Background: an optimization exercise with open tools, aiming at small area. Do not read the settings as production practice.
In this exercise RTL edits were held to simulation tests only and were not proved equivalent to the original.
Power is estimated from default activity; no workload was simulated.

==> lagoon <==
// myFFT16
module myFFT16 (
    input         i_clk,
    input         i_reset,
    input         i_valid,
    input  [15:0] i_data_in_i,
    input  [15:0] i_data_in_q,
    output [17:0] o_data_out_i,
    output [17:0] o_data_out_q,
    output        o_complete,
    output [2:0]  o_stateFFT,
    input         i_flag_ready_recive,
    output        o_flag_wayt_data
);
    myFFT #(.SIZE_BUFFER(4), .DATA_FFT_SIZE(16), .FAST("slow"), .TYPE("forvard"),
            .COMPENS_FP("add"), .MIN_FFT_x4(1), .USE_ROUND(1), .USE_DSP(1),
            .PARAREL_FFT(9'b111111111))
    u_fft (
        .i_clk(i_clk),
        .i_reset(i_reset),
        .i_valid(i_valid),
        .i_data_in_i(i_data_in_i),
        .i_data_in_q(i_data_in_q),
        .o_data_out_i(o_data_out_i),
        .o_data_out_q(o_data_out_q),
        .o_complete(o_complete),
        .o_stateFFT(o_stateFFT),
        .i_flag_ready_recive(i_flag_ready_recive),
        .o_flag_wayt_data(o_flag_wayt_data)
    );
endmodule
==> flow/config.mk <==
export PLATFORM = sky130hd
export DESIGN_NAME = myFFT16
export DESIGN_NICKNAME = myFFT16
export VERILOG_FILES = /design/flow/design.v
export SDC_FILE = /design/flow/constraint.sdc
export NUM_CORES = 4
export LEC_CHECK = 0
export CAP_MARGIN = 0
export CORE_MARGIN = 2
export CORE_UTILIZATION = 60
export CTS_BUF_LIST = sky130_fd_sc_hd__clkbuf_8
export CTS_CLUSTER_DIAMETER = 60
export CTS_CLUSTER_SIZE = 16
export SLEW_MARGIN = 0
==> flow/constraint.sdc <==
create_clock -name core_clock -period 10.0 [get_ports {i_clk}]
set_input_delay 2.0000 -clock core_clock [delete_from_list [all_inputs] [get_ports {i_clk}]]
set_output_delay 2.0000 -clock core_clock [all_outputs]
set_load 0.01 [all_outputs]
standard.sh (not shown) runs the stock make flow with config.mk's settings and CLKGATE_MAP_FILE= SYNTH_SCRIPT=/design/flow/synth_recipe.tcl, a recipe that flattens the netlist after the stock synthesis.
==> flow/flow/run.sh <==
#!/bin/bash
set -e
export CTS_ARGS="-sink_clustering_enable -repair_clock_nets -dont_use_dummy_load -sink_clustering_size 16 -sink_clustering_max_diameter 60 -buf_list sky130_fd_sc_hd__clkbuf_8"
bash standard.sh > standard.log 2>&1
==> inputs of umber, as changes to lagoon <==
--- a/flow/design.v
+++ b/flow/design.v
@@ -1941,30 +1941,30 @@
     input [DATA_FFT_SIZE-1:0] i_data_in0_q;
     input [DATA_FFT_SIZE-1:0] i_data_in1_i;
     input [DATA_FFT_SIZE-1:0] i_data_in1_q;
     output reg [DATA_FFT_SIZE-1:0] o_data_out0_i;
     output reg [DATA_FFT_SIZE-1:0] o_data_out0_q;
-    function automatic [DATA_FFT_SIZE-1:0] rca;
+    function [DATA_FFT_SIZE-1:0] rca;
         input [DATA_FFT_SIZE-1:0] a;
         input [DATA_FFT_SIZE-1:0] b_in;
         integer t;
         reg c;
         reg [DATA_FFT_SIZE-1:0] b;
         begin
-            b = b_in;
-            c = 1'b0;
+            b = SUB ? ~b_in : b_in;
+            c = SUB ? 1'b1 : 1'b0;
             for (t = 0; t < DATA_FFT_SIZE; t = t + 1)
             begin
                 rca[t] = a[t] ^ b[t] ^ c;
                 c = (a[t] & b[t]) | (a[t] & c) | (b[t] & c);
             end
         end
     endfunction
     always @(posedge i_clk)
     begin
-        if(i_en)  o_data_out0_i <= SUB ? ~rca(~i_data_in0_i, i_data_in1_i) : rca(i_data_in0_i, i_data_in1_i);
-        if(i_en)  o_data_out0_q <= SUB ? ~rca(~i_data_in0_q, i_data_in1_q) : rca(i_data_in0_q, i_data_in1_q);
+        if(i_en)  o_data_out0_i <= rca(i_data_in0_i, i_data_in1_i);
+        if(i_en)  o_data_out0_q <= rca(i_data_in0_q, i_data_in1_q);
     end
 endmodule
 `timescale 1ns / 1ps
 module memForFFT #(parameter DATA_FFT_SIZE = 16,
                    parameter SIZE_BITS_ADDRES = 4  ,
@@ -1999,27 +1999,15 @@
     input [SIZE_BITS_ADDRES-1:0] i_addr_r2;
     input [DATA_FFT_SIZE-1:0] i_inData2;
     output reg [DATA_FFT_SIZE-1:0] o_outData2;
     reg [DATA_FFT_SIZE-1:0] data [2**SIZE_BITS_ADDRES-1:0];
     reg [DATA_FFT_SIZE-1:1] data2 [2**SIZE_BITS_ADDRES-1:0];
-    localparam D = 2**SIZE_BITS_ADDRES;
-    reg [DATA_FFT_SIZE-1:0] rd1, rd2_r2;
-    integer k;
-    always @(*)
-    begin
-        rd1 = {DATA_FFT_SIZE{1'b0}};
-        rd2_r2 = {DATA_FFT_SIZE{1'b0}};
-        for (k = 0; k < D; k = k + 1)
-        begin
-            rd1 = rd1 | ({DATA_FFT_SIZE{(i_addr_r == k) & !(ONE_OUT && i_sel)}} & data[k])
-                      | ({DATA_FFT_SIZE{(i_addr_r == k) &  (ONE_OUT && i_sel)}} & {data2[k], data[k][0]});
-            rd2_r2 = rd2_r2 | ({DATA_FFT_SIZE{i_addr_r2 == k}} & {data2[k], data[k][0]});
-        end
-    end
+    wire [DATA_FFT_SIZE-1:0] rd2 = {data2[i_addr_r], data[i_addr_r][0]};
+    wire [DATA_FFT_SIZE-1:0] rd2_r2 = {data2[i_addr_r2], data[i_addr_r2][0]};
     always @(posedge i_clk)
     begin
-        if(i_readEn)  o_outData <= rd1; 
+        if(i_readEn)  o_outData <= (ONE_OUT && i_sel) ? rd2 : data[i_addr_r]; 
         if(i_writeEn) data[i_addr] <= i_inData; 
         if(i_readEn2 && !ONE_OUT)  o_outData2 <= rd2_r2; 
         if(i_writeEn2) data2[i_addr2] <= i_inData2[DATA_FFT_SIZE-1:1]; 
     end
 endmodule
@@ -2372,14 +2360,14 @@
                 stateSummFFT:   state <= stateComplete;
                 stateComplete : if((counterSendData == 3) & i_flag_ready_recive)   state <= stateWaytData; 
                 endcase
             end
         end
-        reg [DATA_FFT_SIZE-1:0] s_i0, s_i1, s_i2, s_i3;
-        reg [DATA_FFT_SIZE-1:0] s_q0, s_q1, s_q2, s_q3;
+        reg [DATA_FFT_SIZE-1:0] s_i [3:0];
+        reg [DATA_FFT_SIZE-1:0] s_q [3:0];
         reg [1:0] nL;    
-        function automatic [DATA_FFT_SIZE-1:0] rca;
+        function [DATA_FFT_SIZE-1:0] rca;
             input [DATA_FFT_SIZE-1:0] a;
             input [DATA_FFT_SIZE-1:0] b;
             input neg;
             integer t;
             reg c;
@@ -2393,16 +2381,16 @@
                     c = (a[t] & bb) | (a[t] & c) | (bb & c);
                 end
             end
         endfunction
         wire [1:0] n = counterReciveDataFFT[1:0];
-        wire [DATA_FFT_SIZE-1:0] base_i = ({DATA_FFT_SIZE{n == 2'd2}} & s_i0) | ({DATA_FFT_SIZE{n == 2'd3}} & s_i1);
-        wire [DATA_FFT_SIZE-1:0] base_q = ({DATA_FFT_SIZE{n == 2'd2}} & s_q0) | ({DATA_FFT_SIZE{n == 2'd3}} & s_q1);
+        wire [DATA_FFT_SIZE-1:0] base_i = n[0] ? s_i[1] : s_i[0];
+        wire [DATA_FFT_SIZE-1:0] base_q = n[0] ? s_q[1] : s_q[0];
         wire [DATA_FFT_SIZE-1:0] bp_i = rca(base_i, i_data_in_i, 1'b0);
         wire [DATA_FFT_SIZE-1:0] bp_q = rca(base_q, i_data_in_q, 1'b0);
-        wire [DATA_FFT_SIZE-1:0] bm_i = ~rca(~base_i, i_data_in_i, 1'b0);    
-        wire [DATA_FFT_SIZE-1:0] bm_q = ~rca(~base_q, i_data_in_q, 1'b0);
+        wire [DATA_FFT_SIZE-1:0] bm_i = rca(base_i, i_data_in_i, 1'b1);
+        wire [DATA_FFT_SIZE-1:0] bm_q = rca(base_q, i_data_in_q, 1'b1);
         always @(posedge i_clk) 
         begin : reciveDataFFT
             if(i_reset)   counterReciveDataFFT <= 0;
             else
             begin
@@ -2419,28 +2407,26 @@
         always @(posedge i_clk)
         begin : butterflies
             if(!counterReciveDataFFT[2] & i_valid & !i_reset)
             begin
                 nL <= n;
-                if (n[0]) begin s_i1 <= bp_i; s_q1 <= bp_q; end
-                else      begin s_i0 <= bp_i; s_q0 <= bp_q; end
-                if (n == 2'd2) begin s_i2 <= bm_i; s_q2 <= bm_q; end
-                if (n == 2'd3) begin s_i3 <= bm_i; s_q3 <= bm_q; end
+                case (n)
+                2'd0: begin s_i[0] <= i_data_in_i; s_q[0] <= i_data_in_q; end
+                2'd1: begin s_i[1] <= i_data_in_i; s_q[1] <= i_data_in_q; end
+                2'd2: begin s_i[0] <= bp_i; s_q[0] <= bp_q; s_i[2] <= bm_i; s_q[2] <= bm_q; end
+                default: begin s_i[1] <= bp_i; s_q[1] <= bp_q; s_i[3] <= bm_i; s_q[3] <= bm_q; end
+                endcase
             end
         end
         wire [1:0] rm = counterSendData[1:0];
         wire use_q = (nL != 2'd0);
-        wire [DATA_FFT_SIZE-1:0] p_i = (rm[0] & nL[1]) ? s_i2 : s_i0;
-        wire [DATA_FFT_SIZE-1:0] p_q = (rm[0] & nL[1]) ? s_q2 : s_q0;
-        wire q3 = rm[0] & (nL == 2'd3);
-        wire sel1i = use_q & !rm[0];           
-        wire sel1q = use_q & rm[0] & !q3;      
-        wire sel3  = use_q & q3;               
-        wire [DATA_FFT_SIZE-1:0] o_i = ({DATA_FFT_SIZE{sel1i}} & s_i1) | ({DATA_FFT_SIZE{sel1q}} & s_q1) | ({DATA_FFT_SIZE{sel3}} & s_q3);
-        wire [DATA_FFT_SIZE-1:0] o_q = ({DATA_FFT_SIZE{sel1i}} & s_q1) | ({DATA_FFT_SIZE{sel1q}} & s_i1) | ({DATA_FFT_SIZE{sel3}} & s_i3);
-        wire [DATA_FFT_SIZE-1:0] x_i = rca(p_i, o_i, (rm == 2'd2) | (rm == 2'd3));
-        wire [DATA_FFT_SIZE-1:0] x_q = rca(p_q, o_q, (rm == 2'd2) | (rm == 2'd1));
+        wire [DATA_FFT_SIZE-1:0] p_i = (rm[0] & nL[1]) ? s_i[2] : s_i[0];
+        wire [DATA_FFT_SIZE-1:0] p_q = (rm[0] & nL[1]) ? s_q[2] : s_q[0];
+        wire [DATA_FFT_SIZE-1:0] q_i = {DATA_FFT_SIZE{use_q}} & ((rm[0] & (nL == 2'd3)) ? s_i[3] : s_i[1]);
+        wire [DATA_FFT_SIZE-1:0] q_q = {DATA_FFT_SIZE{use_q}} & ((rm[0] & (nL == 2'd3)) ? s_q[3] : s_q[1]);
+        wire [DATA_FFT_SIZE-1:0] x_i = rca(p_i, rm[0] ? q_q : q_i, (rm == 2'd2) | (rm == 2'd3));
+        wire [DATA_FFT_SIZE-1:0] x_q = rca(p_q, rm[0] ? q_i : q_q, (rm == 2'd2) | (rm == 2'd1));
         reg [DATA_FFT_SIZE-1:0] reg_data_out_i;
         reg [DATA_FFT_SIZE-1:0] reg_data_out_q;
         assign o_data_out_i = reg_data_out_i;
         assign o_data_out_q = reg_data_out_q;
         always @(posedge i_clk) 
==> flow/flow/run.sh (replaced) <==
#!/bin/bash
set -e
export CTS_ARGS="-sink_clustering_enable -repair_clock_nets -dont_use_dummy_load -sink_clustering_size 24 -sink_clustering_max_diameter 80 -buf_list sky130_fd_sc_hd__clkbuf_16"
bash standard.sh > standard.log 2>&1
Settings changed: CTS_BUF_LIST sky130_fd_sc_hd__clkbuf_8 to sky130_fd_sc_hd__clkbuf_16, CTS_CLUSTER_DIAMETER 60 to 80, CTS_CLUSTER_SIZE 16 to 24.
==> qor summary <==
Status: umber timing/DRC/antenna clean; lagoon timing/DRC/antenna clean
Total clock network power: umber 6.52 mW; lagoon 5.68 mW
Num rows: umber 186; lagoon 182
Routed metal-1 wire length: umber 146000 um; lagoon 142000 um
Global-route usage over all layers: umber 25.9%; lagoon 27.1%
Leak: umber 61.3 nW; lagoon 58.5 nW
Multi-input gates: umber 5463; lagoon 5219
Root Buffer Master: umber clkbuf_16; lagoon clkbuf_8
Area of the multi-input gates: umber 0.0598 mm2; lagoon 0.0531 mm2
Comb power frac: umber 4.9%; lagoon 3.4%
Final period utilization: umber 85.7%; lagoon 84.7%
Tap cells: umber 3384; lagoon 3220
GR Layer Usage met2: umber 43.3%; lagoon 45.5%
Overall via count from detail_route: umber 79147; lagoon 78719
Number of antenna violations at the first check in global routing: umber 9; lagoon 8
Simple-Gate Fraction of Synth Area: umber 3.38%; lagoon 3.79%

==> port drivers added, routing unchanged <==
Ports are ideal in the flow. The routed layouts listed here were re-timed in OpenROAD.
Step 1 assumes that a clkbuf_16 drives the clock port and a buf_2 every other input.
Step 2, shift: input delay + t, output delay - t, t = (earliest + latest rising clock arrival at the registers) / 2. This alone moves slack from input paths to output paths.
Three values: no drivers, after step 1, after step 2; two values: the first two.
run | t (ns) | setup WS [ns] | worst data-port slew with drivers (ns)
lagoon | 1.067 | 1.525 / 1.525 / 0.589 | 0.10
umber | 0.900 | 1.426 / 1.426 / 0.632 | 0.08
After both steps every run listed still meets setup and hold. For lagoon, which loses most, drivers alone change the setup slack by 0.000 ns; drivers and shift together by -0.936 ns.
